What follows belongs to an exercise in optimizing a design on an open flow for small area; a production flow would make more cautious choices.
The RTL was checked by simulation tests, not by an equivalence proof against the original design.
The clock port is modelled as an ideal driver; clocking choices that lean on that would not hold on a real chip.
Power and IR drop assume default switching activity.

==> flow/design.v (outline; a module is shown in full before it is edited, if it fits) <==
// module cordic_pipeline_rtl: 451 lines
module cordic_pipeline_rtl( clock, reset, ce, angle_in, sin_out, cos_out, valid_out );
  // ...
==> flow/flow/run.sh <==
#!/bin/bash
# Own layout flow: the standard flow (standard.sh) with three changes:
#  1. the port buffers use the smallest buffer cell (buf_1);
#  2. after the standard synthesis, the combinational cells other than full adders are
#     mapped again by Yosys/ABC for area (registers and their names are untouched);
#  3. full adders are flipped in polarity (FA(~a,~b,~c) = ~FA(a,b,c)) where that
#     removes inverters.
# Each rewritten netlist is checked against the standard synthesis's netlist by
# bit-parallel random simulation of every register input and every output port; a step
# whose result fails the check is dropped.
set -uo pipefail
export BUFFER_PORTS_ARGS="-buffer_cell sky130_fd_sc_hd__buf_1"
RES="$PWD/orfs/results/sky130hd/cordic_pipeline_rtl/base"
bash standard.sh "$RES/1_2_yosys.v" > standard_synth.log 2>&1 || exit 1
cp "$RES/1_2_yosys.v" "$PWD/netlist_standard.v"
CUR="$PWD/netlist_standard.v"
ABCSCRIPT=""
if [ -f flow/remap.abc ]; then ABCSCRIPT="-script $PWD/flow/remap.abc"; fi
if python3 flow/remap.py "$CUR" "$PWD/netlist_remap.v" "$PWD" "$ABCSCRIPT" > remap.log 2>&1 \
   && python3 flow/simcheck.py "$PWD/netlist_standard.v" "$PWD/netlist_remap.v" > simcheck_remap.log 2>&1; then
  CUR="$PWD/netlist_remap.v"; echo "remap: used" >> remap.log
else
  echo "remap: dropped" >> remap.log
fi
if python3 flow/fixinv.py "$CUR" "$PWD/netlist_fixinv.v" > fixinv.log 2>&1 \
   && python3 flow/simcheck.py "$PWD/netlist_standard.v" "$PWD/netlist_fixinv.v" > simcheck_fixinv.log 2>&1; then
  CUR="$PWD/netlist_fixinv.v"; echo "fixinv: used" >> fixinv.log
else
  echo "fixinv: dropped" >> fixinv.log
fi
cp "$CUR" "$RES/1_2_yosys.v"
bash standard.sh > standard_layout.log 2>&1
==> flow/flow/fixinv.py <==
#!/usr/bin/env python3
"""Remove inverters around full adders in a flat Yosys netlist of sky130 cells.

A full adder is self-dual: FA(~a,~b,~c) = (~sum, ~cout). Each fa cell may be "flipped":
it is fed the complements of its inputs and its outputs then carry the complements of the
original signals. Nets joined by inverters form classes; a class needs one inverter when
some consumer wants the polarity its driver does not give. A greedy search over flips of
single adders and of connected adder groups lowers the inverter count; the netlist is then
rewritten. Usage: fixinv.py in.v out.v
"""
import os, re, sys, collections

INV_RE = re.compile(r"sky130_fd_sc_hd__(inv|clkinv)_\d+$")
FA_RE = re.compile(r"sky130_fd_sc_hd__fa_\d+$")
OUTPINS = {"X", "Y", "Q", "Q_N", "SUM", "COUT", "HI", "LO"}

def main(src, dst):
    text = open(src).read()
    m = re.search(r"^(.*?\bmodule\b.*?\);\n)(.*)(endmodule.*)$", text, re.S)
    head, body, tail = m.group(1), m.group(2), m.group(3)
    stmts = re.split(r"(?<=;)", body)
    cells = []
    for i, s in enumerate(stmts):
        mm = re.match(r"\s*(sky130_fd_sc_hd__\w+)\s+(\S+)\s*\((.*)\)\s*;\s*$", s, re.S)
        if mm:
            pins = collections.OrderedDict((p, n.strip()) for p, n in re.findall(r"\.(\w+)\(([^()]*)\)", mm.group(3)))
            cells.append({"i": i, "type": mm.group(1), "name": mm.group(2), "pins": pins})
    # nets used outside cells (assigns) or declared as ports keep their exact polarity
    pinned = set()
    for s in stmts:
        if re.match(r"\s*sky130_fd_sc_hd__", s): continue
        if re.match(r"\s*(wire|reg)\b", s): continue
        for n in re.findall(r"(\\\S+|[A-Za-z_][\w$]*)(\s*\[\d+(?::\d+)?\])?", s):
            pinned.add(n[0]); pinned.add((n[0] + n[1].replace(" ", "")) if n[1] else n[0])
    def base(n):
        return re.sub(r"\s*\[.*$", "", n)
    drv = {}
    loads = collections.defaultdict(list)
    for c in cells:
        for p, n in c["pins"].items():
            if p in OUTPINS: drv[n] = (c, p)
            else: loads[n].append((c, p))
    isinv = lambda c: bool(INV_RE.match(c["type"]))
    isfa = lambda c: bool(FA_RE.match(c["type"]))
    # classes: follow inverters back to the root
    pol = {}; root = {}
    def find(n):
        if n in root: return root[n], pol[n]
        d = drv.get(n)
        if d and isinv(d[0]):
            r, p = find(d[0]["pins"]["A"])
            root[n], pol[n] = r, p ^ 1
        else:
            root[n], pol[n] = n, 0
        return root[n], pol[n]
    allnets = set(drv) | set(loads)
    for n in allnets: find(n)
    members = collections.defaultdict(list)
    for n in allnets: members[root[n]].append(n)
    fas = [c for c in cells if isfa(c)]
    faid = {c["name"]: k for k, c in enumerate(fas)}
    flip = [0] * len(fas)
    # a class is frozen if any member net is pinned (port/assign) or it is a constant
    def frozen(r):
        return any(n in pinned or base(n) in pinned or "'" in n for n in members[r])
    # consumers of each class: list of (cell, pin, polarity wanted relative to root)
    cons = collections.defaultdict(list)
    for n in allnets:
        for (c, p) in loads.get(n, []):
            if isinv(c): continue
            cons[root[n]].append((c, p, pol[n]))
    def drvflip(r):
        d = drv.get(r)
        if d and isfa(d[0]): return flip[faid[d[0]["name"]]]
        return 0
    def keepall(r):
        return frozen(r) or drv.get(r) is None
    def cost(r):
        f0 = drvflip(r)
        need = set()
        for (c, p, q) in cons[r]:
            need.add(q ^ (flip[faid[c["name"]]] if isfa(c) else 0))
        if keepall(r):
            # all original inverters stay; count only missing polarities
            have = {pol[n] for n in members[r]}
            return 100 * f0 + len(need - have)
        return 1 if (need - {f0}) else 0
    # classes touched by each fa
    touch = collections.defaultdict(set)
    for k, c in enumerate(fas):
        for p, n in c["pins"].items():
            if n in root: touch[k].add(root[n])
    classes = list(members)
    orig = sum(1 for c in cells if isinv(c))
    total = sum(cost(r) for r in classes)
    pass
    # groups: fas joined by direct (inverter-free or not) connections between fa pins
    adj = collections.defaultdict(set)
    for r in classes:
        ks = set()
        d = drv.get(r)
        if d and isfa(d[0]): ks.add(faid[d[0]["name"]])
        for (c, p, q) in cons[r]:
            if isfa(c): ks.add(faid[c["name"]])
        for a in ks:
            adj[a] |= ks - {a}
    base_cost = {r: cost(r) for r in classes}
    strict = os.environ.get("FIXINV_STRICT", "1") == "1"
    def try_flip(group):
        cls = set()
        for k in group: cls |= touch[k]
        before = sum(cost(r) for r in cls)
        for k in group: flip[k] ^= 1
        costs = {r: cost(r) for r in cls}
        after = sum(costs.values())
        # strict: never add an inverter where the standard netlist had none
        if after < before and not (strict and any(costs[r] > base_cost[r] for r in cls)):
            return before - after
        for k in group: flip[k] ^= 1
        return 0
    improved = True
    while improved:
        improved = False
        for k in range(len(fas)):
            if try_flip([k]): improved = True
        for k in range(len(fas)):
            for j in adj[k]:
                if j > k and try_flip([k, j]): improved = True
        # chains along carries
        for k in range(len(fas)):
            grp = [k]; cur = k
            for _ in range(12):
                nxt = [j for j in adj[cur] if j not in grp]
                if not nxt: break
                cur = nxt[0]; grp.append(cur)
                if try_flip(list(grp)): improved = True
    total = sum(cost(r) for r in classes)
    pass
    # rewrite: per class, nets for polarity 0/1
    newwires = []
    cnt = [0]
    tag = 0
    while ("fixinv%d_" % tag) in text: tag += 1
    def newnet():
        cnt[0] += 1
        nm = "_fixinv%d_%d_" % (tag, cnt[0])
        newwires.append(nm)
        return nm
    drop = set(c["name"] for c in cells if isinv(c))
    addcells = []
    for r in classes:
        polnet = {}
        for n in members[r]:
            polnet.setdefault(pol[n], n)
        f0 = drvflip(r)
        need = set()
        for (c, p, q) in cons[r]:
            need.add(q ^ (flip[faid[c["name"]]] if isfa(c) else 0))
        if frozen(r): need |= {pol[n] for n in members[r]}
        d = drv.get(r)
        if keepall(r):
            # undriven (port, constant, assign) or pinned class: keep its inverters and nets;
            # only flipped adders reading it are moved to the complement
            assert f0 == 0
            for n in members[r]:
                dd = drv.get(n)
                if dd and isinv(dd[0]): drop.discard(dd[0]["name"])
            for (c, p, q) in cons[r]:
                if isfa(c) and flip[faid[c["name"]]]:
                    want = q ^ 1
                    if want not in polnet:
                        polnet[want] = newnet()
                        addcells.append(("sky130_fd_sc_hd__inv_1", polnet[1 ^ want], polnet[want]))
                    c["pins"][p] = polnet[want]
            continue
        net = {}
        net[f0] = polnet.get(f0) or newnet()
        d[0]["pins"][d[1]] = net[f0]
        if (1 ^ f0) in need:
            net[1 ^ f0] = polnet.get(1 ^ f0) or newnet()
            addcells.append(("sky130_fd_sc_hd__inv_1", net[f0], net[1 ^ f0]))
        for (c, p, q) in cons[r]:
            want = q ^ (flip[faid[c["name"]]] if isfa(c) else 0)
            c["pins"][p] = net[want]
    out = []
    for i, s in enumerate(stmts):
        out.append(s)
    for c in cells:
        if c["name"] in drop:
            out[c["i"]] = ""
            continue
        conn = ",".join("\n    .%s(%s%s)" % (p, n, " " if n.startswith("\\") else "") for p, n in c["pins"].items())
        out[c["i"]] = "\n  %s %s (%s\n  );" % (c["type"], c["name"], conn)
    extra = "".join("\n  wire %s;" % nm for nm in newwires)
    for k, (t, a, y) in enumerate(addcells):
        extra += "\n  %s _fixinv%d_cell_%d_ (\n    .A(%s%s),\n    .Y(%s%s)\n  );" % (t, tag, k, a, " " if a.startswith("\\") else "", y, " " if y.startswith("\\") else "")
    res = head + extra + "".join(out) + "\n" + tail
    open(dst, "w").write(res)
    ninv = len(re.findall(r"sky130_fd_sc_hd__(?:inv|clkinv)_\d+ ", res))
    print("inverters after: %d" % ninv)

if __name__ == "__main__":
    main(sys.argv[1], sys.argv[2])
==> flow/flow/remap.abc <==
strash
&get -n
&fraig -x
&put
scorr
dc2
dretime
strash
dch -f
map -a
==> flow/flow/remap.py <==
#!/usr/bin/env python3
"""Re-map the combinational logic of a flat sky130 netlist with Yosys/ABC for area.

Registers (every sequential cell) and full-adder cells stay as they are, with their
instance names; all other cells are read as their liberty functions, flattened and mapped
again by ABC, avoiding the platform's don't-use cells.
Usage: remap.py in.v out.v workdir  (FLOW_HOME must point at ORFS's flow/ folder)"""
import os, re, sys, subprocess
flow = os.environ.get("FLOW_HOME", "/OpenROAD-flow-scripts/flow")
lib = flow + "/platforms/sky130hd/lib/sky130_fd_sc_hd__tt_025C_1v80.lib"
src, dst, wd = sys.argv[1], sys.argv[2], sys.argv[3]
abcextra = sys.argv[4] if len(sys.argv) > 4 else ""
txt = open(lib).read()
models = []
for m in re.finditer(r'\n    cell \("(\w+)"\) \{', txt):
    name = m.group(1)
    end = txt.find('\n    cell (', m.end()); body = txt[m.end(): end if end > 0 else len(txt)]
    if re.search(r'\n        (ff|latch|statetable) ', body): continue
    if re.search(r'__fa_\d', name): continue
    pins = []; outs = {}; ok = True
    for pm in re.finditer(r'\n        pin \("(\w+)"\) \{(.*?)\n        \}', body, re.S):
        d = re.search(r'direction : "(\w+)"', pm.group(2))
        if not d: continue
        f = re.search(r'function : "([^"]*)"', pm.group(2))
        pins.append((pm.group(1), d.group(1)))
        if d.group(1) == 'output':
            if not f: ok = False; break
            outs[pm.group(1)] = f.group(1)
    if not ok or not outs: continue
    s = "module %s(%s);\n" % (name, ", ".join(p for p, _ in pins))
    for p, d in pins: s += "  %s %s;\n" % (d, p)
    for o, f in outs.items(): s += "  assign %s = %s;\n" % (o, f.replace('!', '~'))
    models.append(s + "endmodule\n")
open(wd + "/remap_models.v", "w").write("".join(models))
cfg = open(flow + "/platforms/sky130hd/config.mk").read()
du = re.search(r"export DONT_USE_CELLS \+= \\(.*?)\n#", cfg, re.S).group(1)
dont = " ".join("-dont_use " + c for c in re.findall(r"sky130_fd_sc_hd__\w+", du))
ys = """read_liberty -lib {lib}
read_verilog -overwrite {wd}/remap_models.v
read_verilog {src}
hierarchy -top cordic_pipeline_rtl
flatten
techmap
opt -purge
abc -liberty {lib} {dont} ABCEXTRA
opt_clean -purge
hilomap -singleton -hicell sky130_fd_sc_hd__conb_1 HI -locell sky130_fd_sc_hd__conb_1 LO
insbuf -buf sky130_fd_sc_hd__buf_4 A X
opt_clean -purge
check
stat -liberty {lib}
write_verilog -noattr -nohex -nodec {dst}
""".format(lib=lib, wd=wd, src=src, dst=dst, dont=dont).replace("ABCEXTRA", abcextra)
open(wd + "/remap.ys", "w").write(ys)
r = subprocess.run(["yosys", "-s", wd + "/remap.ys"], stdout=open(wd + "/remap_yosys.log", "w"), stderr=subprocess.STDOUT)
sys.exit(r.returncode)
==> flow/flow/simcheck.py <==
#!/usr/bin/env python3
"""Compare two flat sky130 netlists combinationally: flop outputs and primary inputs are
driven with the same random bit-parallel words, and every flop input and primary output
must match. Usage: simcheck.py gold.v gate.v [lib]"""
import re, sys, random, collections
LIB = "/OpenROAD-flow-scripts/flow/platforms/sky130hd/lib/sky130_fd_sc_hd__tt_025C_1v80.lib"
W = 1 << 14
MASK = (1 << W) - 1

def libfuncs(path):
    txt = open(path).read()
    funcs = {}; seq = set()
    for m in re.finditer(r'\n    cell \("(\w+)"\) \{', txt):
        name = m.group(1)
        end = txt.find('\n    cell (', m.end())
        body = txt[m.end(): end if end > 0 else len(txt)]
        if re.search(r'\n        (ff|latch|statetable) ', body): seq.add(name); continue
        outs = {}
        for pm in re.finditer(r'\n        pin \("(\w+)"\) \{(.*?)\n        \}', body, re.S):
            f = re.search(r'function : "([^"]*)"', pm.group(2))
            if f and 'direction : "output"' in pm.group(2): outs[pm.group(1)] = f.group(1)
        funcs[name] = outs
    return funcs, seq

def pyexpr(f):
    f = f.replace('!', ' ~').replace('&', ' & ').replace('|', ' | ').replace('^', ' ^ ')
    f = re.sub(r'\b([A-Z]\w*)\b', r'v["\1"]', f)
    f = f.replace('1', 'MASK') if f.strip() == '1' else f
    return f

def parse(path):
    text = open(path).read()
    cells = []
    for mm in re.finditer(r"(sky130_fd_sc_hd__\w+)\s+(\S+)\s*\((.*?)\);", text, re.S):
        pins = dict((p, n.strip()) for p, n in re.findall(r"\.(\w+)\(([^()]*)\)", mm.group(3)))
        cells.append((mm.group(1), mm.group(2), pins))
    assigns = re.findall(r"assign\s+(.*?)\s*=\s*(.*?);", text)
    ins = []
    for d in re.findall(r"input\s+(\[[^\]]*\])?\s*(\S+);", text):
        if d[0]:
            hi, lo = map(int, re.match(r"\[(\d+):(\d+)\]", d[0]).groups())
            ins += ["%s[%d]" % (d[1], i) for i in range(lo, hi + 1)]
        else: ins.append(d[1])
    outs = []
    for d in re.findall(r"output\s+(\[[^\]]*\])?\s*(\S+);", text):
        if d[0]:
            hi, lo = map(int, re.match(r"\[(\d+):(\d+)\]", d[0]).groups())
            outs += ["%s[%d]" % (d[1], i) for i in range(lo, hi + 1)]
        else: outs.append(d[1])
    return cells, assigns, ins, outs

def norm(n):
    n = n.strip()
    if n.startswith("\\"): n = n[1:]
    return n.replace(" ", "")

def simulate(path, funcs, seq, stim):
    cells, assigns, ins, outs = parse(path)
    val = {"1'h0": 0, "1'h1": MASK, "1'b0": 0, "1'b1": MASK}
    for n in ins: val[norm(n)] = stim.setdefault("in:" + norm(n), random.getrandbits(W))
    flops = {}
    for t, nm, pins in cells:
        tt = t.replace("sky130_fd_sc_hd__", "")
        if t in seq:
            q = norm(pins.get("Q", ""))
            val[q] = stim.setdefault("ff:" + nm, random.getrandbits(W))
            flops[nm] = pins
    comb = [(t, nm, pins) for t, nm, pins in cells if t not in seq]
    drv = {}
    for c in comb:
        for p, n in c[2].items():
            if p in funcs[c[0]]: drv[norm(n)] = c
    asg = {norm(a): norm(b) for a, b in assigns}
    done = set()
    sys.setrecursionlimit(100000)
    def get(n):
        n = norm(n)
        if n in val: return val[n]
        if n in asg:
            val[n] = get(asg[n]); return val[n]
        c = drv.get(n)
        if c is None: raise KeyError(n)
        t, nm, pins = c
        v = {p: get(pins[p]) for p in pins if p not in funcs[t]}
        for op, f in funcs[t].items():
            e = pyexpr(f)
            r = eval(e, {"v": v, "MASK": MASK}) & MASK
            val[norm(pins[op])] = r
        return val[n]
    res = {}
    for nm, pins in flops.items():
        for p in pins:
            if p not in ("Q", "CLK", "Q_N"): res["ff:%s.%s" % (nm, p)] = get(pins[p])
    for o in outs: res["out:" + norm(o)] = get(o)
    return res

funcs, seq = libfuncs(sys.argv[3] if len(sys.argv) > 3 else LIB)
random.seed(1)
stim = {}
a = simulate(sys.argv[1], funcs, seq, stim)
b = simulate(sys.argv[2], funcs, seq, stim)
bad = [k for k in a if a[k] != b.get(k)]
print("compared %d signals x %d vectors; mismatches: %d" % (len(a), W, len(bad)))
print(bad[:10])
sys.exit(1 if bad or set(a) != set(b) else 0)
==> flow/standard.sh <==
#!/bin/bash
# synth_recipe.tcl (not shown) runs the flow's synth.tcl, then flattens the netlist and writes it again
# the make line also repeats each setting of config.mk as NAME=value (left out here)
make -C /OpenROAD-flow-scripts/flow DESIGN_CONFIG=/design/flow/config.mk WORK_HOME=/design/flow/orfs CLKGATE_MAP_FILE= SYNTH_SCRIPT=/design/flow/synth_recipe.tcl "${@:-finish}"
==> flow/config.mk <==
export PLATFORM = sky130hd
export DESIGN_NAME = cordic_pipeline_rtl
export DESIGN_NICKNAME = cordic_pipeline_rtl
export VERILOG_FILES = /design/flow/design.v
export SDC_FILE = /design/flow/constraint.sdc
export NUM_CORES = 4
export LEC_CHECK = 0
export CAP_MARGIN = 0
export CORE_MARGIN = 2
export CORE_UTILIZATION = 70
export CTS_CLUSTER_DIAMETER = 100
export CTS_CLUSTER_SIZE = 30
export GPL_TIMING_DRIVEN = 1
export PLACE_DENSITY = 0.75
export SETUP_SLACK_MARGIN = 0.1
export SLEW_MARGIN = 0
==> flow/constraint.sdc <==
create_clock -name core_clock -period 4.5 [get_ports {clock}]
set_input_delay 0.9000 -clock core_clock [delete_from_list [all_inputs] [get_ports {clock}]]
set_output_delay 0.9000 -clock core_clock [all_outputs]
set_load 0.01 [all_outputs]
==> flow_summary.yaml, run 1 <==
drt:
  wl_met1_mm: 10.0
  wl_per_cell_um: 14.5
  routed_wl_mm: 26.2
layout:
  inv_count: 271
  stdcell_count: 1808
  dominant_cells: "registers"
  seq_cell_count: 264
  regArea_mm2: 0.00789
  final_common_cell: "edfxtp_1"
  multi_input_area_share_pct: 39.1
power:
  power_density_mw_per_mm2: 808
  peakVddDrop_mv: 0.598
  p_comb_mw: 7.78
global_route:
  antenna_found_initial: 0
  grt_pass1_wl_mm: 42.1
  grt_pass1_vias: 9637
  met2_usage_pct: 44.6
floorplan:
  die_area_mm2: 0.0230
  die_x_um: 152
worst_setup_path:
  worstSetupEndpoint: "l14_x[8]"
  crit_path_end_kind: "flip-flop"
  reg2reg_from: "l13_d[9]"
  critical_path_class: "flip-flop to flip-flop"
  worstSetupStartpointType: "flip-flop"
  slowest_delay_ps: 470
min_path:
  min_to: "l6_d[5]"
  holdPathStages: 0
placement:
  dpl.cell_count: 1773
  placement.cell_area_mm2: 0.0159
  dp_hpwl_mm: 19.8
timing:
  fin_skew_ps: 17.8
  setup_tns_ps: 0
  hold_ws_ps: 423
  drv_slew: 0
cts:
  cts_resized: 10
  clock_sinks: 264
outcome:
  status: "complete, no violations"
==> inputs of run 2 (changes only) <==
==> flow/flow/run.sh (replaced) <==
#!/bin/bash
# Own layout flow: the standard flow (standard.sh) with three changes:
#  1. the port buffers use the smallest buffer cell (buf_1);
#  2. after the standard synthesis, the combinational cells other than full adders are
#     mapped again by Yosys/ABC for area, with a few ABC scripts; registers and their
#     names are untouched;
#  3. full adders are flipped in polarity (FA(~a,~b,~c) = ~FA(a,b,c)) where that
#     removes inverters without adding any.
# Every rewritten netlist is checked against the standard synthesis's netlist by
# bit-parallel random simulation of every register input and every output port; the
# smallest checked netlist whose worst slack (ideal clock, no wires) is at least 0.25 ns
# (a margin for wires) is laid out; if none qualifies, the standard netlist is used.
set -uo pipefail
export BUFFER_PORTS_ARGS="-buffer_cell sky130_fd_sc_hd__buf_1"
RES="$PWD/orfs/results/sky130hd/cordic_pipeline_rtl/base"
bash standard.sh "$RES/1_2_yosys.v" > standard_synth.log 2>&1 || exit 1
cp "$RES/1_2_yosys.v" "$PWD/netlist_standard.v"
BEST="$PWD/netlist_standard.v"; BESTAREA=""
for S in default flow/abc_*.abc; do
  N=$(basename "$S" .abc)
  ARG=""; [ "$S" != default ] && ARG="-script $PWD/$S"
  mkdir -p "remap_$N"
  if python3 flow/remap.py "$PWD/netlist_standard.v" "$PWD/remap_$N/remap.v" "$PWD/remap_$N" "$ARG" > "remap_$N/remap.log" 2>&1 \
     && python3 flow/fixinv.py "$PWD/remap_$N/remap.v" "$PWD/remap_$N/fixinv.v" > "remap_$N/fixinv.log" 2>&1 \
     && python3 flow/simcheck.py "$PWD/netlist_standard.v" "$PWD/remap_$N/fixinv.v" > "remap_$N/simcheck.log" 2>&1; then
    NETLIST="$PWD/remap_$N/fixinv.v" openroad -no_init -exit flow/sta.tcl > "remap_$N/sta.log" 2>&1
    WNS=$(grep -oE "^WNS \S+" "remap_$N/sta.log" | awk '{print $2}')
    AREA=$(python3 flow/area.py "$PWD/remap_$N/fixinv.v")
    echo "$N area $AREA wns $WNS" >> choose.log
    if [ -n "$WNS" ] && python3 -c "import sys; sys.exit(0 if float('$WNS') >= 0.25 and ('$BESTAREA'=='' or float('$AREA') < float('$BESTAREA')) else 1)"; then
      BEST="$PWD/remap_$N/fixinv.v"; BESTAREA=$AREA
    fi
  else
    echo "$N failed" >> choose.log
  fi
done
echo "chosen: $BEST" >> choose.log
cp "$BEST" "$RES/1_2_yosys.v"
bash standard.sh > standard_layout.log 2>&1
==> flow/flow/abc_s3.abc (new file) <==
strash
&get -n
&fraig -x
&put
scorr
dc2
dretime
strash
&get -n
&dch -f
&nf -R 1000
&put
==> flow/flow/abc_s5.abc (new file) <==
strash
dc2
dch -f
amap
==> flow/flow/abc_s6.abc (new file) <==
strash
&get -n
&fraig -x
&put
scorr
dc2
dretime
strash
dch -f
map -a
==> flow/flow/abc_s8.abc (new file) <==
strash
&get -n
&fraig -x
&put
scorr
dc2
dretime
strash
dch -f
map -a
strash
dch -f
map -a
==> flow/flow/abc_s9.abc (new file) <==
strash
&get -n
&fraig -x
&put
scorr
dc2
dretime
strash
&get -n
&dch -f
&nf -R 1000
&put
strash
dch -f
map -a
==> flow/flow/area.py (new file) <==
#!/usr/bin/env python3
"""Total liberty cell area of a flat netlist. Usage: area.py netlist.v"""
import os, re, sys
lib = os.environ.get("FLOW_HOME", "/OpenROAD-flow-scripts/flow") + "/platforms/sky130hd/lib/sky130_fd_sc_hd__tt_025C_1v80.lib"
L = open(lib).read()
area = {m.group(1): float(m.group(2)) for m in re.finditer(r'\n    cell \("(\w+)"\) \{\s*\n(?:.*?\n)*?\s*area : ([\d.]+)', L)}
t = open(sys.argv[1]).read()
print("%.2f" % sum(area[c] for c in re.findall(r'^\s*(sky130_fd_sc_hd__\w+)\s', t, re.M)))
==> flow/flow/sta.tcl (new file) <==
# worst setup slack of a netlist with ideal clocks (used to choose among re-mapped netlists)
set flow $::env(FLOW_HOME)
read_lef $flow/platforms/sky130hd/lef/sky130_fd_sc_hd.tlef
read_lef $flow/platforms/sky130hd/lef/sky130_fd_sc_hd_merged.lef
read_liberty $flow/platforms/sky130hd/lib/sky130_fd_sc_hd__tt_025C_1v80.lib
read_verilog $::env(NETLIST)
link_design $::env(FLOW_TOP)
read_sdc $::env(FLOW_SDC)
puts "WNS [sta::worst_slack -max]"
removed: flow/flow/remap.abc
==> flow_summary.yaml, run 2 <==
floorplan:
  design.core.area_mm2: 0.0212
  io_pins: 40
  fp-row-count: 53
  die_area_mm2: 0.0229
  start_util_pct: 71.7
  die_h_um: 151
  die_x_um: 151
min_path:
  holdPathStages: 0
  hp-start: "l8_d[9]"
  min_to: "l9_d[9]"
  min_path_type: "flip-flop to flip-flop"
power:
  pwr-share-comb_pct: 58.2
  pwr-share-seq_pct: 32.4
  p_clk_share_pct: 9.4
  sw_frac_of_total_pct: 41.6
  power_density_mw_per_mm2: 796
  p_switching_mw: 5.54
  peakVddDrop_mv: 0.681
  internal_power_mw: 7.78
  leakage_nw: 6.90
layout:
  fillers: 1284
  design_area_mm2: 0.0167
  nNetsFinal: 1642
  largest_reg_flops: 14
  area_growth_pct: 10.2
  utilization_pct: 79.0
  drive_above_1_share_pct: 9.69
  largest-register: "l1_e"
  layout_common_cells: "260 x edfxtp_1, 246 x inv_1, 172 x nand2_1"
  diodes: 0
  final_common_cell: "edfxtp_1"
timing:
  rsz0062_at_grt: "true"
  fin_crit_sh_pct: 101
  setup-violations-final: 3
  max_freq_mhz: 220
  hold_viol: 0
  post-route-min-period_ps: 4540
  tightest_slew_ps: 836
  fin_skew_ps: 28.0
  timing.slew.headroom_pct: 44.3
  finalWorstSetupSlack_ps: -44.4
  drv_slew: 0
cts:
  cts_max_level: 1
  cts_tree: "yes"
  clock_latency_ps: 500
  path_clk_slew_ps: 110
  clock_sinks: 264
  numCtsBuffers: 12
  clock-root-buffer: "clkbuf_16"
  cts_max_path_buffers: 3
worst_setup_path:
  reg2reg_to: "l14_x[8]"
  critical_path_class: "flip-flop to flip-flop"
  reg2reg_from: "l13_y[6]"
  cp_data_required_time_ps: 4740
  rrSetupSlack_ps: -40
  arrival_ps: 4790
  cp_common_cell: "inv_1"
  crit_path_end_kind: "flip-flop"
  worstPathCellList: "inv_1 > nor4_4 > nand2_2 > nor2_2 > inv_1 > nor4_2 > nand2_1 > o21ai_1 > xor2_1 > buf_4 > buf_4 > inv_1 > fa_1 > and2_2 > nor2_1 > nor3_1 > or3b_2 > nand2_4 > inv_1 > nor2_1 > o21ai_0 > xnor2_1"
  crit_family: "simple AND/OR/NAND/NOR gates"
  slowest_delay_ps: 500
  worstSetupStartpointType: "flip-flop"
  rr_worst_depth: 22
  crit_path_max_fanout: 5
  crit_buf_inv: 6
  cp_slowest_cell: "or3b_2"
drt:
  drt_first_iter_violations: 653
  routed_wl_mm: 27.6
  drtPass1Iterations: 7
  drc: 0
  wl_per_cell_um: 15.2
  viasPerCell: 5.51
  vias: 9996
  postRouteAntennaNets: 0
global_route:
  grt-busiest-layer: "met2"
  grt_pass1_wl_mm: 43.2
  antenna_found_initial: 0
  grtUsageMet3_pct: 2.23
  met2_usage_pct: 45.3
  grtUsageMet1_pct: 28.1
  grt_usage_pct: 23.6
  gr-total-overflow: 0
  grt_pass1_vias: 9687
  grt_max_degree: 111
run:
  maxCapViolCount: 0
synth:
  ys_warn_count: 1
  avgSynthCellArea_um2: 10.6
  syn_area_mm2: 0.0152
  synthCells: 1428
  syn-num-nets: 1536
outcome:
  check.faults: "setup timing"
  status: "finished with violations"
placement:
  place_ws_ps: -79.5
  dp_hpwl_mm: 19.6
  portBuffers: 39
  gp_congestion: 0.901
  placement.cell_area_mm2: 0.0159
[run 2: worst reg2reg max path, delay by kind of cell (launching register included)]
family / cells / cell delay, ps
simple gates: 11 / 2230
buf+inv: 6 / 640
fa+ha+maj: 1 / 490
compound gates: 2 / 230
flops: 1 / 410
xor+xnor: 2 / 350
[run 2: layer usage]
metal  up-vias  share of wire, %
met5         -                 0
met4         0               2.9
li1       4841                 -
met3        69               3.5
met2       291                55
met1      4795                38
[run 2: worst max path at each step]
stage,from,endpoint,slack [ps],depth (start not counted)
after floorplan,l13_d[9],l14_x[9],290,22
after global placement,l13_d[9],l14_x[9],160,22
after detailed placement,l13_y[5],l14_x[8],-80,23
after CTS,l14_x[6],l15_c[10],150,18
after global routing,l13_d[9],l14_x[9],-220,23
final,l13_y[6],l14_x[8],-40,22
[run 2: layout make-up]
cell class	instances	area (um^2)	share of cell area, %
clock buffer	17	340	2.04
tap	275	344	2.06
multi-input combinational	898	6570	39.3
sequential	264	7890	47.2
inverter	266	998	5.97
timing repair buffer	92	573	3.43
clock inverter	1	8.76	0.0524
[run 2: power groups by stage]
| stage | sequential [mW] | combinational (mW) | clock [mW] |
|---|---|---|---|
| floorplan | 4.36 | 5.47 | 0 |
| global placement | 4.36 | 6.61 | 0 |
| detailed placement | 4.38 | 7.03 | 0 |
| CTS | 4.32 | 7.12 | 1.27 |
| global route | 4.39 | 8.83 | 1.35 |
| finish | 4.31 | 7.75 | 1.25 |
[run 2: stage by stage]
step / instances / TNS [ps] / hold WS (ps) / power, mW
5_1_grt: 1813 / -1040 / 433 / 14.6
2_1_floorplan: 1428 / 0 / 400 / 9.82
4_1_cts: 1785 / 0 / 431 / 12.7
3_3_place_gp: 1764 / 0 / 401 / 11.0
3_5_place_dp: 1764 / -205 / 405 / 11.4
6_report: 1813 / -91.6 / 423 / 13.3
[run 2: what timing repair did]
| item | CTS | global route |
|---|---|---|
| hold buffers | 0 | 0 |
| gates resized for setup | 10 | 73 |
| pin swaps | 1 | 25 |
| setup endpoints to repair | 8 | 22 |
| setup buffers | 3 | 28 |
==> inputs of run 3 (changes only) <==
--- a/flow/config.mk
+++ b/flow/config.mk
@@ -12,5 +12,4 @@
 export CTS_CLUSTER_SIZE = 30
 export GPL_TIMING_DRIVEN = 1
 export PLACE_DENSITY = 0.75
-export SETUP_SLACK_MARGIN = 0.1
 export SLEW_MARGIN = 0
==> flow_summary.yaml, run 3 <==
timing:
  max_freq_mhz: 230
  hold_viol: 0
  tightest_slew_ps: 821
  drv_slew: 0
  fin_crit_sh_pct: 96.8
  setup-violations-final: 0
  hold_ws_ps: 428
  timing.slew.headroom_pct: 45.3
  post-route-min-period_ps: 4360
  fin_skew_ps: 15.4
  finalWorstSetupSlack_ps: 143
worst_setup_path:
  critical_path_class: "flip-flop to flip-flop"
  slowest_delay_ps: 560
  crit_path_max_fanout: 7
  reg2reg_from: "l13_d[9]"
  cp_slowest_cell: "edfxtp_1"
  cp_data_required_time_ps: 4740
  worstPathCellList: "xnor2_2 > o21ai_0 > o21ai_1 > inv_1 > nor4_4 > nand2_1 > o21ai_2 > xor2_2 > buf_4 > inv_1 > fa_1 > and2_2 > nor2_1 > nor3_1 > or3b_2 > nand2_4 > nor3_2 > buf_4 > a32oi_1 > xor2_1"
  crit_path_end_kind: "flip-flop"
  arrival_ps: 4600
  worstSetupStartpointType: "flip-flop"
  startpoint: "l13_d[9]"
drt:
  drtPass1Iterations: 5
  drc: 0
  drt_first_iter_violations: 604
  top_layer: "met4"
  wl_met3_um: 843
  postRouteAntennaNets: 0
  vias: 9729
  routed_wl_mm: 25.9
  viasPerCell: 5.42
  met2_length_mm: 13.9
  wl_met1_mm: 10.4
  wl_per_cell_um: 14.4
layout:
  largest_reg_flops: 14
  multi_input_area_mm2: 0.00645
  final_common_cell: "edfxtp_1"
  regArea_mm2: 0.00789
  layout_common_cells: "260 x edfxtp_1, 252 x inv_1, 178 x nand2_1"
  drive_above_1_share_pct: 6.78
  fillers: 1351
  area_growth_pct: 8.43
  diodes: 0
  largest-register: "l1_e"
  nNetsFinal: 1623
cts:
  numCtsBuffers: 12
  clock_sinks: 264
  clock-root-buffer: "clkbuf_16"
  clock_latency_ps: 490
  cts_max_level: 1
  cts_hold_buf: 0
  cts_max_path_buffers: 3
  path_clk_slew_ps: 120
  cts_tree: "yes"
synth:
  avgSynthCellArea_um2: 10.6
  ys_warn_count: 1
  syn_area_mm2: 0.0152
  synthCells: 1428
  syn-num-nets: 1536
floorplan:
  fp-row-count: 53
  start_util_pct: 71.7
  die_h_um: 151
  design.core.area_mm2: 0.0212
  die_x_um: 151
  die_area_mm2: 0.0229
  io_pins: 40
power:
  p_switching_mw: 5.28
  p_clk_share_pct: 9.6
  leakage_nw: 6.78
  peakVddDrop_mv: 0.663
  pwr-share-seq_pct: 33.4
  sw_frac_of_total_pct: 40.8
  p_total_mw: 12.9
  power_density_mw_per_mm2: 785
  pwr-share-comb_pct: 57.0
  internal_power_mw: 7.65
global_route:
  grt_usage_pct: 22.8
  grt_pass1_wl_mm: 41.7
  grt_pass1_vias: 9543
  gr-total-overflow: 0
  antenna_found_initial: 0
  grt_max_degree: 158
min_path:
  min_path_type: "flip-flop to flip-flop"
  hp-start: "l8_d[2]"
placement:
  dp_hpwl_mm: 19.0
  place_ws_ps: -140
  portBuffers: 39
  gp_congestion: 0.909
outcome:
  status: "complete, no violations"
run:
  maxCapViolCount: 0
[run 3: worst max-delay path, delay by kind of cell (launching register included)]
family / cells / cell delay, ps
AOI/OAI and AO/OA: 4 / 540
DFF: 1 / 560
and+or+nand+nor: 8 / 1430
adders and majority gates: 1 / 460
buffers and inverters: 4 / 480
xor gates and xnor gates: 3 / 640
[run 3: per-stage QoR]
step | std cells | cell area (um^2) | util (%) | setup TNS, ps
floorplan | 1428 | 15200 | - | 0
global placement | 1762 | 15800 | 74.9 | 0
detailed placement | 1762 | 15800 | 74.9 | -435
CTS | 1780 | 16200 | 76.7 | -19.2
global route | 1794 | 16500 | 77.8 | -794
finish | 1794 | 16500 | 77.8 | 0
[run 3: power groups by stage]
stage / registers (mW) / logic (mW) / clock network [mW]
after detailed placement: 4.38 / 6.98 / 0
after CTS: 4.32 / 7.07 / 1.27
after floorplan: 4.36 / 5.47 / 0
final: 4.31 / 7.37 / 1.24
after global routing: 4.39 / 8.52 / 1.35
after global placement: 4.36 / 6.61 / 0
[run 3: repair_timing]
action | CTS | global route
resized for setup | 5 | 39
setup endpoints to repair | 7 | 20
buffers inserted | 0 | 14
pin swaps | 0 | 12
[run 3: worst paths after layout]
kind | endpoint | slack, ps | cells past startpoint
setup / recovery | l14_x[10] | 140 | 20
hold / removal | l9_d[2] | 430 | 0
setup reg to reg | l14_x[10] | 140 | 20
hold reg to reg | l9_d[2] | 430 | 0
[run 3: routing by layer]
layer / global-route usage [%] / vias to the layer above
li1: - / 4818
met1: 27.3 / 4643
met2: 43.4 / 203
met3: 2.08 / 65
met4: 7.24 / 0
met5: 0 / -
[run 3: final cells by class]
| class | count | area share, % |
|---|---|---|
| inverters | 266 | 6.07 |
| well taps | 275 | 2.09 |
| multi-input cells | 898 | 39.2 |
| flip-flops and latches | 264 | 47.9 |
| clock buffers | 17 | 2.07 |
| clock inverters | 1 | 0.0532 |
| repair buffers | 73 | 2.62 |
==> inputs of run 4 (changes only) <==
--- a/flow/flow/run.sh
+++ b/flow/flow/run.sh
@@ -12,6 +12,9 @@
 # (a margin for wires) is laid out; if none qualifies, the standard netlist is used.
 set -uo pipefail
 export BUFFER_PORTS_ARGS="-buffer_cell sky130_fd_sc_hd__buf_1"
+# the layout runs on one thread so that it is reproducible
+sed 's/^make -C \(.*\) "\${@:-finish}"$/make -C \1 NUM_CORES=1 "${@:-finish}"/' standard.sh > standard1.sh
+grep -q "NUM_CORES=1" standard1.sh || cp standard.sh standard1.sh
 RES="$PWD/orfs/results/sky130hd/cordic_pipeline_rtl/base"
 bash standard.sh "$RES/1_2_yosys.v" > standard_synth.log 2>&1 || exit 1
 cp "$RES/1_2_yosys.v" "$PWD/netlist_standard.v"
@@ -36,4 +39,4 @@
 done
 echo "chosen: $BEST" >> choose.log
 cp "$BEST" "$RES/1_2_yosys.v"
-bash standard.sh > standard_layout.log 2>&1
+bash standard1.sh > standard_layout.log 2>&1
==> flow_summary.yaml, run 4 <==
timing:
  rsz0062_at_grt: "true"
  timing.slew.headroom_pct: 57.0
  setup-violations-final: 0
  setup_tns_ps: 0
  hold_viol: 0
  fin_crit_sh_pct: 94.4
  drv_slew: 0
  fin_skew_ps: 16.9
  tightest_slew_ps: 640
  post-route-min-period_ps: 4250
  max_freq_mhz: 235
  hold_ws_ps: 424
cts:
  clock_sinks: 264
  clock_latency_ps: 490
  cts_max_level: 1
  cts_tree: "yes"
  cts_hold_buf: 0
  path_clk_slew_ps: 120
  cts_max_path_buffers: 3
  numCtsBuffers: 12
  clock-root-buffer: "clkbuf_16"
global_route:
  grt_max_degree: 120
  grt_pass1_vias: 9389
  antenna_found_initial: 0
  gr-total-overflow: 0
  grt_usage_pct: 22.7
  grt_pass1_wl_mm: 41.6
drt:
  wl_per_cell_um: 14.3
  top_layer: "met4"
  routed_wl_mm: 25.5
  drtPass1Iterations: 4
  wl_met1_mm: 10.5
  met2_length_mm: 13.8
  drc: 0
  drt_first_iter_violations: 513
  postRouteAntennaNets: 0
  viasPerCell: 5.38
  wl_met3_um: 696
  vias: 9610
power:
  p_switching_mw: 5.26
  internal_power_mw: 7.58
  power_density_mw_per_mm2: 785
  sw_frac_of_total_pct: 41.0
  peakVddDrop_mv: 0.680
  pwr-share-seq_pct: 33.6
  leakage_nw: 6.75
  p_clk_share_pct: 9.5
  pwr-share-comb_pct: 56.9
layout:
  nNetsFinal: 1618
  largest_reg_flops: 14
  area_growth_pct: 7.87
  design_area_mm2: 0.0164
  utilization_pct: 77.4
  diodes: 0
  layout_common_cells: "260 x edfxtp_1, 253 x inv_1, 177 x nor2_1"
  largest-register: "l1_e"
  drive_above_1_share_pct: 6.02
  fillers: 1369
  multi_input_area_mm2: 0.00641
  final_common_cell: "edfxtp_1"
  regArea_mm2: 0.00789
placement:
  portBuffers: 39
  placement.cell_area_mm2: 0.0158
  gp_congestion: 0.895
  dp_hpwl_mm: 18.8
synth:
  synthCells: 1428
  syn_area_mm2: 0.0152
  syn-num-nets: 1536
  ys_warn_count: 1
  avgSynthCellArea_um2: 10.6
worst_setup_path:
  cp_data_required_time_ps: 4740
  worstSetupStartpointType: "flip-flop"
  arrival_ps: 4490
  critical_path_class: "flip-flop to flip-flop"
  cp_slowest_cell: "fa_1"
  slowest_delay_ps: 570
  crit_path_end_kind: "flip-flop"
  crit_path_max_fanout: 3
  crit_buf_inv: 3
  rr_worst_depth: 18
  cp_common_cell: "fa_1"
  critical_path_cell_count: 18
  crit_family: "adder cells"
  worstPathCellList: "buf_4 > fa_1 > fa_1 > fa_1 > xor2_1 > inv_1 > o21a_1 > inv_2 > nand2_2 > nor2_4 > a21oi_2 > o31ai_2 > nand2_1 > nor2_2 > nand2_2 > a21oi_2 > a31oi_1 > xor2_1"
outcome:
  status: "complete, no violations"
floorplan:
  fp-row-count: 53
  design.core.area_mm2: 0.0212
  die_area_mm2: 0.0229
  io_pins: 40
  start_util_pct: 71.7
  die_x_um: 151
  die_h_um: 151
run:
  maxCapViolCount: 0
min_path:
  holdPathStages: 0
  min_path_type: "flip-flop to flip-flop"
==> run 4: worst paths after layout <==
kind / from / to / slack, ps
worst max register to register: l14_x[3] / l15_c[10] / 250
worst min register to register: l8_d[7] / l9_d[7] / 420
worst min-delay path: l8_d[7] / l9_d[7] / 420
worst max-delay path: l14_x[3] / l15_c[10] / 250
==> run 4: layout make-up <==
type,count,share of cell area (%)
timing repair buffer,68,2.40
inverter,266,6.10
multi-input combinational,898,39.2
sequential,264,48.2
clock inverter,2,0.0535
clock buffer,14,2.01
tap,275,2.10
==> run 4: routing by layer <==
metal  vias up  GRT usage, %
li1       4808             -
met1      4599          27.4
met2       163          43.8
met3        40          2.05
met4         0          5.70
met5         -             0
==> run 4: stage by stage <==
| stage | setup WS (ps) | power, mW | cells |
|---|---|---|---|
| 2_1_floorplan | 288 | 9.82 | 1428 |
| 6_report | 250 | 12.8 | 1787 |
| 5_1_grt | -56.1 | 14.1 | 1787 |
| 3_3_place_gp | 146 | 11.0 | 1762 |
| 4_1_cts | 14.1 | 12.6 | 1779 |
| 3_5_place_dp | -27.8 | 11.3 | 1762 |
==> run 4: timing repair <==
item | in CTS | in global routing
hold endpoints to repair | 0 | 0
pin swaps | 0 | 16
gates resized for setup | 2 | 35
endpoints found under the setup margin | 3 | 20
setup buffers | 1 | 8
==> run 4: power groups by stage <==
stage | Sequential [mW] | Combinational (mW) | Clock, mW
floorplan | 4.36 | 5.47 | 0
global placement | 4.36 | 6.59 | 0
detailed placement | 4.38 | 6.95 | 0
CTS | 4.33 | 7.01 | 1.25
global route | 4.40 | 8.37 | 1.33
finish | 4.32 | 7.31 | 1.22
==> inputs of run 5 (changes only) <==
--- a/flow/flow/run.sh
+++ b/flow/flow/run.sh
@@ -11,6 +11,7 @@
 # smallest checked netlist whose worst slack (ideal clock, no wires) is at least 0.25 ns
 # (a margin for wires) is laid out; if none qualifies, the standard netlist is used.
 set -uo pipefail
+export PYTHONHASHSEED=0
 export BUFFER_PORTS_ARGS="-buffer_cell sky130_fd_sc_hd__buf_1"
 # the layout runs on one thread so that it is reproducible
 sed 's/^make -C \(.*\) "\${@:-finish}"$/make -C \1 NUM_CORES=1 "${@:-finish}"/' standard.sh > standard1.sh
--- a/flow/config.mk
+++ b/flow/config.mk
@@ -12,4 +12,5 @@
 export CTS_CLUSTER_SIZE = 30
 export GPL_TIMING_DRIVEN = 1
 export PLACE_DENSITY = 0.75
+export SETUP_SLACK_MARGIN = 0.2
 export SLEW_MARGIN = 0
==> flow_summary.yaml, run 5 <==
outcome:
  status: "complete, no violations"
drt:
  routed_wl_mm: 28.9
  postRouteAntennaNets: 0
  drc: 0
  viasPerCell: 5.53
  top_layer: "met4"
  met2_length_mm: 16.0
  wl_per_cell_um: 15.8
  drtPass1Iterations: 5
  wl_met3_mm: 1.03
  vias: 10100
  wl_met1_mm: 11.0
  drt_first_iter_violations: 650
cts:
  cts_hold_buf: 0
  cts_max_path_buffers: 3
  cts_max_level: 1
  clock-root-buffer: "clkbuf_16"
  clock_sinks: 264
  numCtsBuffers: 12
  clock_latency_ps: 490
  path_clk_slew_ps: 120
  cts_tree: "yes"
worst_setup_path:
  cp_common_cell: "nor2_1"
  worstSetupStartpointType: "flip-flop"
  critical_path_class: "flip-flop to flip-flop"
  crit_path_end_kind: "flip-flop"
  worstPathCellList: "inv_1 > nor4_4 > nand2_2 > nor2_2 > inv_1 > nor4_4 > nand2_1 > o21ai_2 > xor2_2 > buf_4 > fa_2 > o211ai_1 > a21oi_2 > nor2_1 > nor3_1 > or3b_2 > nand2_4 > nor3_4 > buf_4 > nor2_1 > nor2_1 > xor2_1"
  crit_buf_inv: 4
  cp_slowest_cell: "or3b_2"
  arrival_ps: 4640
  crit_path_max_fanout: 5
  cp_data_required_time_ps: 4750
  crit_family: "simple AND/OR/NAND/NOR gates"
  slowest_delay_ps: 490
layout:
  design_area_mm2: 0.0169
  diodes: 0
  largest_reg_flops: 14
  layout_common_cells: "260 x edfxtp_1, 245 x inv_1, 170 x nor2_1"
  drive_above_1_share_pct: 11.1
  area_growth_pct: 11.2
  nNetsFinal: 1655
  final_common_cell: "edfxtp_1"
  largest-register: "l1_e"
global_route:
  grt_max_degree: 115
  grt_usage_pct: 23.9
  gr-total-overflow: 0
  grt_pass1_vias: 9738
  grt_pass1_wl_mm: 43.4
  antenna_found_initial: 0
timing:
  setup-violations-final: 0
  drv_slew: 0
  post-route-min-period_ps: 4400
  hold_viol: 0
  rsz0062_at_grt: "true"
  fin_crit_sh_pct: 97.7
  tightest_slew_ps: 651
  hold_ws_ps: 422
  timing.slew.headroom_pct: 56.6
  fin_skew_ps: 20.9
  max_freq_mhz: 227
floorplan:
  design.core.area_mm2: 0.0212
  io_pins: 40
  die_area_mm2: 0.0229
  die_x_um: 151
  fp-row-count: 53
  start_util_pct: 71.7
  die_h_um: 151
power:
  internal_power_mw: 8.17
  p_switching_mw: 5.91
  pwr-share-seq_pct: 30.8
  pwr-share-comb_pct: 60.3
  p_clk_share_pct: 8.9
  leakage_nw: 6.96
  peakVddDrop_mv: 0.729
  power_density_mw_per_mm2: 835
  sw_frac_of_total_pct: 42.0
synth:
  syn_area_mm2: 0.0152
  syn-num-nets: 1536
  avgSynthCellArea_um2: 10.6
  ys_warn_count: 1
  synthCells: 1428
placement:
  portBuffers: 39
  placement.cell_area_mm2: 0.0158
  dp_hpwl_mm: 19.5
  gp_congestion: 0.888
run:
  maxCapViolCount: 0
min_path:
  min_path_type: "flip-flop to flip-flop"
-- run 5: timing repair --
item	in CTS	in global routing
hold endpoints to repair	0	0
buffers inserted	5	42
resized for setup	21	77
setup endpoints to repair	17	27
pin swaps	3	32
-- run 5: per-layer routing --
layer | global-route usage (%) | vias up
li1 | - | 4880
met1 | 27.8 | 4863
met2 | 46.6 | 276
met3 | 2.14 | 90
met4 | 7.15 | 0
met5 | 0 | -
-- run 5: through the flow --
step                utilization [%]  power [mW]  cells  TNS (ps)  setup slack (ps)
floorplan                         -        9.82   1428         0               288
global placement               74.9        11.0   1761         0               190
detailed placement             74.9        11.4   1761      -259             -99.9
CTS                            77.1        12.9   1785         0               172
global route                   79.8        15.3   1827      -464              -103
finish                         79.8        14.1   1827         0               104
-- run 5: worst paths after layout --
path	cells past startpoint	start	endpoint	slack, ps
worst max-delay path	22	l13_y[4]	l14_x[6]	100
worst min-delay path	0	l2_d[7]	l3_d[7]	420
worst min register to register	0	l2_d[7]	l3_d[7]	420
worst max register to register	22	l13_y[4]	l14_x[6]	100
-- run 5: power groups by stage --
stage	Combinational [mW]	Sequential, mW	Clock (mW)
finish	8.49	4.33	1.26
global route	9.50	4.41	1.37
CTS	7.24	4.32	1.29
detailed placement	7.03	4.39	0
global placement	6.60	4.36	0
floorplan	5.47	4.36	0
-- run 5: cell type report --
type | count | area, um^2
multi-input cells | 898 | 6620
clock buffers | 18 | 344
flip-flops and latches | 264 | 7890
inverters | 266 | 998
clock inverters | 1 | 7.51
well taps | 275 | 344
repair buffers | 105 | 674
fillers | 1244 | 4280
-- run 5: worst reg2reg max path, stage by stage (launching register included) --
cell and delay, ps:
edfxtp_1 340, inv_1 130, nor4_4 330, nand2_2 110, nor2_2 140, inv_1 90
nor4_4 260, nand2_1 130, o21ai_2 90, xor2_2 150, buf_4 170, fa_2 480
o211ai_1 270, a21oi_2 110, nor2_1 140, nor3_1 80, or3b_2 490, nand2_4 140
nor3_4 60, buf_4 140, nor2_1 100, nor2_1 70, xor2_1 140
==> inputs of run 6 (changes only) <==
--- a/flow/config.mk
+++ b/flow/config.mk
@@ -12,5 +12,5 @@
 export CTS_CLUSTER_SIZE = 30
 export GPL_TIMING_DRIVEN = 1
 export PLACE_DENSITY = 0.75
-export SETUP_SLACK_MARGIN = 0.2
+export SETUP_SLACK_MARGIN = 0.1
 export SLEW_MARGIN = 0
==> flow_summary.yaml, run 6 <==
min_path:
  min_path_type: "flip-flop to flip-flop"
layout:
  layout_common_cells: "260 x edfxtp_1, 249 x inv_1, 178 x nand2_1"
  largest-register: "l1_e"
  diodes: 0
  fillers: 1315
  drive_above_1_share_pct: 7.78
  design_area_mm2: 0.0166
  nNetsFinal: 1632
  largest_reg_flops: 14
  final_common_cell: "edfxtp_1"
  area_growth_pct: 9.38
drt:
  drc: 0
  wl_per_cell_um: 15.2
  postRouteAntennaNets: 0
  viasPerCell: 5.47
  drt_first_iter_violations: 639
  vias: 9867
  routed_wl_mm: 27.5
  drtPass1Iterations: 5
global_route:
  grt_max_degree: 115
  grtUsageMet1_pct: 27.9
  gr-total-overflow: 0
  grt_pass1_vias: 9707
  grt_pass1_wl_mm: 43.4
  met2_usage_pct: 46.5
  grt-busiest-layer: "met2"
  grt_usage_pct: 23.9
  antenna_found_initial: 0
  grtUsageMet3_pct: 2.08
worst_setup_path:
  crit_path_end_kind: "flip-flop"
  worstSetupStartpointType: "flip-flop"
  crit_buf_inv: 6
  crit_path_max_fanout: 4
  cp_slowest_cell: "edfxtp_1"
  critical_path_class: "flip-flop to flip-flop"
  cp_data_required_time_ps: 4750
  crit_family: "simple AND/OR/NAND/NOR gates"
  arrival_ps: 4560
  slowest_delay_ps: 490
placement:
  dp_hpwl_mm: 19.5
  portBuffers: 39
  gp_congestion: 0.888
  place_ws_ps: -99.9
  placement.cell_area_mm2: 0.0158
synth:
  avgSynthCellArea_um2: 10.6
  syn_area_mm2: 0.0152
  syn-num-nets: 1536
  synthCells: 1428
  ys_warn_count: 1
cts:
  cts_hold_buf: 0
  cts_max_level: 1
  cts_max_path_buffers: 3
  clock_sinks: 264
  numCtsBuffers: 12
  clock_latency_ps: 490
  cts_tree: "yes"
  path_clk_slew_ps: 120
  clock-root-buffer: "clkbuf_16"
power:
  peakVddDrop_mv: 0.734
  leakage_nw: 6.84
  power_density_mw_per_mm2: 799
floorplan:
  design.core.area_mm2: 0.0212
  die_h_um: 151
  fp-row-count: 53
  die_area_mm2: 0.0229
  die_x_um: 151
  start_util_pct: 71.7
  io_pins: 40
timing:
  hold_ws_ps: 423
  setup-violations-final: 0
  fin_skew_ps: 19.3
  post-route-min-period_ps: 4310
  tightest_slew_ps: 646
  max_freq_mhz: 232
  drv_slew: 0
  hold_viol: 0
  rsz0062_at_grt: "true"
  timing.slew.headroom_pct: 56.9
  fin_crit_sh_pct: 95.8
  finalWorstSetupSlack_ps: 191
outcome:
  status: "complete, no violations"
run:
  maxCapViolCount: 0
## run 6: changes by cell type in the layout (fill, tap and decap cells not counted), sizes merged
| cell | delta |
|---|---|
| buf | -23 |
## run 6: layout make-up
type / instances / area [um^2] / share of cell area, %
Clock buffer: 18 / 344 / 2.07
Multi-Input combinational cell: 898 / 6520 / 39.3
Timing Repair Buffer: 82 / 498 / 3.00
Clock inverter: 1 / 7.51 / 0.0452
Tap cell: 275 / 344 / 2.07
Inverter: 266 / 998 / 6.01
Sequential cell: 264 / 7890 / 47.5
## run 6: through the flow
stage          instances  total power [mW]  TNS [ps]  utilization (%)
2_1_floorplan       1428              9.82         0                -
3_3_place_gp        1761              11.0         0             74.9
3_5_place_dp        1761              11.4      -259             74.9
4_1_cts             1784              12.8         0             76.9
5_1_grt             1804              14.5     -76.2             78.5
6_report            1804              13.3         0             78.5
## run 6: per-layer routing
layer  part of all wire, %  vias to the layer above
li1                      -                     4822
met1                    39                     4754
met2                    55                      219
met3                   3.1                       72
met4                   2.8                        0
met5                     0                        -
## run 6: repair_timing
action                                  in CTS  in global routing
resized for setup                            9                 50
pin swaps                                    1                 12
hold endpoints to repair                     0                  0
endpoints found under the setup margin      12                 22
buffers inserted                             4                 20
## run 6: final timing paths
check	startpoint	to	slack (ps)	cells past startpoint
worst max-delay path	l13_y[10]	l14_y[11]	190	27
worst min-delay path	l8_d[10]	l9_d[10]	420	0
worst max register to register	l13_y[10]	l14_y[11]	190	27
worst min register to register	l8_d[10]	l9_d[10]	420	0
## run 6: report_power, final
part           total (mW)  switching [mW]  internal [mW]
clock network        1.26           0.716          0.542
logic                7.68            4.37           3.30
registers            4.33           0.395           3.93
total                13.3            5.49           7.77
==> inputs of run 7 (changes only) <==
--- a/flow/flow/run.sh
+++ b/flow/flow/run.sh
@@ -12,6 +12,7 @@
 # (a margin for wires) is laid out; if none qualifies, the standard netlist is used.
 set -uo pipefail
 export PYTHONHASHSEED=0
+export FIXINV_STRICT=0
 export BUFFER_PORTS_ARGS="-buffer_cell sky130_fd_sc_hd__buf_1"
 # the layout runs on one thread so that it is reproducible
 sed 's/^make -C \(.*\) "\${@:-finish}"$/make -C \1 NUM_CORES=1 "${@:-finish}"/' standard.sh > standard1.sh
==> flow_summary.yaml, run 7 <==
worst_setup_path:
  rrSetupSlack_ps: 180
  slowest_delay_ps: 560
  worstSetupEndpoint: "l14_y[11]"
  reg2reg_to: "l14_y[11]"
  arrival_ps: 4560
  cp_slowest_cell: "fa_1"
  cp_data_required_time_ps: 4740
  rr_worst_depth: 26
  worstSetupStartpointType: "flip-flop"
  cp_common_cell: "nand2_2"
  critical_path_class: "flip-flop to flip-flop"
  crit_path_max_fanout: 5
  reg2reg_from: "l13_d[9]"
  startpoint: "l13_d[9]"
  crit_path_end_kind: "flip-flop"
cts:
  numCtsBuffers: 12
  cts_max_level: 1
  cts_tree: "yes"
  clock_sinks: 264
  clock-root-buffer: "clkbuf_16"
  cts_max_path_buffers: 3
  cts_hold_buf: 0
  path_clk_slew_ps: 120
  clock_latency_ps: 480
drt:
  drc: 0
  postRouteAntennaNets: 0
  drt_first_iter_violations: 406
  routed_wl_mm: 26.1
  viasPerCell: 5.40
  wl_per_cell_um: 14.6
  drtPass1Iterations: 5
  vias: 9658
timing:
  rsz0062_at_grt: "true"
  tightest_slew_ps: 740
  setup-violations-final: 0
  hold_ws_ps: 425
  fin_crit_sh_pct: 96.0
  post-route-min-period_ps: 4320
  hold_viol: 0
  max_freq_mhz: 232
  drv_slew: 0
  fin_skew_ps: 12.3
  timing.slew.headroom_pct: 50.7
power:
  p_clk_share_pct: 9.3
  pwr-share-comb_pct: 58.0
  pwr-share-seq_pct: 32.7
  internal_power_mw: 7.95
  p_switching_mw: 5.44
  power_density_mw_per_mm2: 812
  leakage_nw: 6.81
  peakVddDrop_mv: 0.595
  sw_frac_of_total_pct: 40.6
layout:
  regArea_mm2: 0.00789
  diodes: 0
  utilization_pct: 78.1
  multi_input_area_mm2: 0.00646
  fillers: 1356
  layout_common_cells: "260 x edfxtp_1, 223 x inv_1, 183 x nor2_1"
  largest-register: "l1_e"
  final_common_cell: "edfxtp_1"
  drive_above_1_share_pct: 8.46
  largest_reg_flops: 14
  stdcell_count: 1788
  nNetsFinal: 1617
  design_area_mm2: 0.0165
  area_growth_pct: 9.03
placement:
  portBuffers: 39
  placement.cell_area_mm2: 0.0158
  dp_hpwl_mm: 19.5
  dpl.cell_count: 1745
  gp_congestion: 0.880
global_route:
  grt_usage_pct: 23.2
  grt_pass1_wl_mm: 42.0
  grt_max_degree: 110
  gr-total-overflow: 0
  grt_pass1_vias: 9497
  antenna_found_initial: 0
synth:
  syn-num-nets: 1515
  avgSynthCellArea_um2: 10.7
  synthCells: 1407
  syn_area_mm2: 0.0151
  ys_warn_count: 1
floorplan:
  start_util_pct: 71.7
  design.core.area_mm2: 0.0211
  die_x_um: 151
  die_area_mm2: 0.0228
  fp-row-count: 53
  io_pins: 40
  die_h_um: 151
min_path:
  holdPathStages: 0
  min_path_type: "flip-flop to flip-flop"
outcome:
  status: "complete, no violations"
run:
  maxCapViolCount: 0
==> run 7: timing repair <==
| action | 4_1_cts | 5_1_grt |
|---|---|---|
| resized for setup | 10 | 45 |
| pin swaps | 1 | 22 |
| setup endpoints to repair | 15 | 21 |
| buffers inserted | 7 | 18 |
==> run 7: routing by layer <==
| layer | part of all wire, % | GRT usage (%) |
|---|---|---|
| met5 | 0 | 0 |
| met4 | 3.4 | 8.22 |
| met3 | 2.8 | 2.29 |
| met2 | 55 | 45.9 |
| met1 | 39 | 25.8 |
==> run 7: worst max-delay path: cells and delay by family (launching register included) <==
kind / cells / cell delay, ps
DFF: 1 / 420
xor gates and xnor gates: 3 / 400
AOI/OAI and AO/OA: 5 / 700
and+or+nand+nor: 10 / 1200
buffers and inverters: 6 / 620
muxes: 1 / 170
adders and majority gates: 1 / 560
==> run 7: area by class of cell <==
type	count	share of cell area (%)
multi-input cells	903	39.2
well taps	275	2.09
clock buffers	17	2.07
clock inverters	1	0.0531
inverters	240	5.47
repair buffers	88	3.24
flip-flops and latches	264	47.9
==> run 7: power groups by stage <==
stage / registers, mW / clock network [mW] / logic [mW]
after global routing: 4.46 / 1.35 / 8.80
after CTS: 4.39 / 1.26 / 7.33
after detailed placement: 4.46 / 0 / 7.11
after floorplan: 4.44 / 0 / 5.43
final: 4.38 / 1.24 / 7.76
after global placement: 4.43 / 0 / 6.69
==> run 7: how the worst min path moves through the flow <==
stage	from	endpoint	slack (ps)
floorplan	l9_d[10]	l10_d[10]	400
global placement	l2_d[9]	l3_d[9]	400
detailed placement	l5_d[0]	l6_d[0]	400
CTS	l4_d[9]	l5_d[9]	430
global route	l5_d[10]	l6_d[10]	430
finish	l5_d[10]	l6_d[10]	420
==> run 7: per-stage QoR <==
step | total power, mW | setup WS [ps] | TNS [ps]
6_report | 13.4 | 180 | 0
5_1_grt | 14.6 | -61.8 | -114
4_1_cts | 13.0 | 97.8 | 0
3_5_place_dp | 11.6 | -54.7 | -221
3_3_place_gp | 11.1 | 30.3 | 0
2_1_floorplan | 9.87 | 273 | 0
==> inputs of run 8 (changes only) <==
--- a/flow/flow/run.sh
+++ b/flow/flow/run.sh
@@ -5,7 +5,7 @@
 #     mapped again by Yosys/ABC for area, with a few ABC scripts; registers and their
 #     names are untouched;
 #  3. full adders are flipped in polarity (FA(~a,~b,~c) = ~FA(a,b,c)) where that
-#     removes inverters without adding any.
+#     lowers the number of inverters (FIXINV_STRICT=0: some may move).
 # Every rewritten netlist is checked against the standard synthesis's netlist by
 # bit-parallel random simulation of every register input and every output port; the
 # smallest checked netlist whose worst slack (ideal clock, no wires) is at least 0.25 ns
==> flow_summary.yaml, run 8 <==
global_route:
  grt_usage_pct: 23.2
  grt_max_degree: 110
  grt_pass1_wl_mm: 42.0
  antenna_found_initial: 0
  grt_pass1_vias: 9497
  gr-total-overflow: 0
cts:
  clock_latency_ps: 480
  cts_max_path_buffers: 3
  path_clk_slew_ps: 120
  clock_sinks: 264
  cts_tree: "yes"
  numCtsBuffers: 12
  clock-root-buffer: "clkbuf_16"
  cts_max_level: 1
  cts_hold_buf: 0
worst_setup_path:
  crit_buf_inv: 6
  crit_family: "simple AND/OR/NAND/NOR gates"
  cp_common_cell: "nand2_2"
  crit_path_end_kind: "flip-flop"
  crit_path_max_fanout: 5
  worstSetupStartpointType: "flip-flop"
  arrival_ps: 4560
  cp_slowest_cell: "fa_1"
  cp_data_required_time_ps: 4740
  critical_path_class: "flip-flop to flip-flop"
  slowest_delay_ps: 560
drt:
  drt_first_iter_violations: 406
  viasPerCell: 5.40
  drc: 0
  drtPass1Iterations: 5
  wl_per_cell_um: 14.6
  vias: 9658
  routed_wl_mm: 26.1
  postRouteAntennaNets: 0
power:
  pwr-share-comb_pct: 58.0
  internal_power_mw: 7.95
  power_density_mw_per_mm2: 812
  p_switching_mw: 5.44
  pwr-share-seq_pct: 32.7
  peakVddDrop_mv: 0.595
  sw_frac_of_total_pct: 40.6
  p_clk_share_pct: 9.3
  leakage_nw: 6.81
timing:
  hold_viol: 0
  rsz0062_at_grt: "true"
  drv_slew: 0
  setup-violations-final: 0
  setup_tns_ps: 0
  tightest_slew_ps: 740
  max_freq_mhz: 232
  fin_skew_ps: 12.3
  fin_crit_sh_pct: 96.0
  timing.slew.headroom_pct: 50.7
  post-route-min-period_ps: 4320
layout:
  regArea_mm2: 0.00789
  fillers: 1356
  final_common_cell: "edfxtp_1"
  nNetsFinal: 1617
  layout_common_cells: "260 x edfxtp_1, 223 x inv_1, 183 x nor2_1"
  diodes: 0
  area_growth_pct: 9.03
  largest_reg_flops: 14
  largest-register: "l1_e"
  multi_input_area_mm2: 0.00646
  stdcell_count: 1788
  drive_above_1_share_pct: 8.46
placement:
  dp_hpwl_mm: 19.5
  portBuffers: 39
  gp_congestion: 0.880
  dpl.cell_count: 1745
synth:
  ys_warn_count: 1
  syn_area_mm2: 0.0151
  avgSynthCellArea_um2: 10.7
  synthCells: 1407
  syn-num-nets: 1515
floorplan:
  start_util_pct: 71.7
  die_area_mm2: 0.0228
  fp-row-count: 53
  die_x_um: 151
  design.core.area_mm2: 0.0211
  die_h_um: 151
  io_pins: 40
run:
  maxCapViolCount: 0
outcome:
  status: "complete, no violations"
min_path:
  min_path_type: "flip-flop to flip-flop"
[run 8: cell counts in the layout (fill, tap and decap cells not counted)]
No cell type changed its count.
[run 8: per-stage QoR]
stage	setup slack, ps	area, um^2	utilization, %	power, mW	hold WS (ps)
2_1_floorplan	273	15100	-	9.87	400
3_3_place_gp	30.3	15800	74.9	11.1	402
3_5_place_dp	-54.7	15800	74.9	11.6	405
4_1_cts	97.8	16200	77.0	13.0	425
5_1_grt	-61.8	16500	78.1	14.6	434
6_report	180	16500	78.1	13.4	425
[run 8: layout make-up]
class | instances | area share, %
Inverter | 240 | 5.47
Clock inverter | 1 | 0.0531
Clock buffer | 17 | 2.07
Tap cell | 275 | 2.09
Multi-Input combinational cell | 903 | 39.2
Sequential cell | 264 | 47.9
Timing Repair Buffer | 88 | 3.24
[run 8: path summary, 6_finish.rpt]
| path | slack (ps) | to | from | cells past startpoint |
|---|---|---|---|---|
| worst max register to register | 180 | l14_y[11] | l13_d[9] | 26 |
| worst max-delay path | 180 | l14_y[11] | l13_d[9] | 26 |
| worst min-delay path | 420 | l6_d[10] | l5_d[10] | 0 |
| worst min register to register | 420 | l6_d[10] | l5_d[10] | 0 |
[run 8: power groups by stage]
stage | Combinational, mW | Sequential (mW) | Clock [mW]
floorplan | 5.43 | 4.44 | 0
global placement | 6.69 | 4.43 | 0
detailed placement | 7.11 | 4.46 | 0
CTS | 7.33 | 4.39 | 1.26
global route | 8.80 | 4.46 | 1.35
finish | 7.76 | 4.38 | 1.24
[run 8: timing repair]
action                                  in CTS  in global routing
endpoints found under the setup margin      15                 21
gates resized for setup                     10                 45
setup buffers                                7                 18
pin swaps                                    1                 22
[run 8: per-layer routing]
metal	global-route usage, %	vias up	part of all wire, %
met1	25.8	4598	39
met2	45.9	190	55
met5	0	-	0
li1	-	4797	-
met4	8.22	0	3.4
met3	2.29	73	2.8

[re-timing with driven ports]
The results above use ideal ports. As a check the final layouts listed here were re-extracted and re-timed, cells and wires unchanged.
Step 1 (the two cells are an assumption about what drives the block):
set clk [get_ports {clock}]
set_driving_cell -lib_cell sky130_fd_sc_hd__clkbuf_16 $clk
set_driving_cell -lib_cell sky130_fd_sc_hd__buf_2 [delete_from_list [all_inputs] $clk]
Step 2 times the ports against the registers' clock, not the clock port: input delays grow and output delays shrink by t, the midpoint of the rising clock arrivals with the driver on.
a / b / c = ideal / step 1 / step 2; a / b = the first two.
| run | t (ns) | slack for setup (ns) | worst setup path at the end | worst slew at a driven data input, ns |
|---|---|---|---|---|
| run 1 | 0.523 | 0.128 / 0.128 / 0.128 | register to register | 0.03 |
| run 2 | 0.530 | -0.044 / -0.044 / -0.044 | register to register | 0.03 |
| run 3 | 0.522 | 0.143 / 0.143 / 0.143 | register to register | 0.03 |
| run 4 | 0.528 | 0.250 / 0.250 / 0.250 | register to register | 0.03 |
| run 5 | 0.526 | 0.104 / 0.104 / 0.104 | register to register | 0.03 |
| run 6 | 0.525 | 0.191 / 0.191 / 0.191 | register to register | 0.03 |
| run 7 | 0.516 | 0.180 / 0.180 / 0.180 | register to register | 0.03 |
| run 8 | 0.516 | 0.180 / 0.180 / 0.180 | register to register | 0.03 |
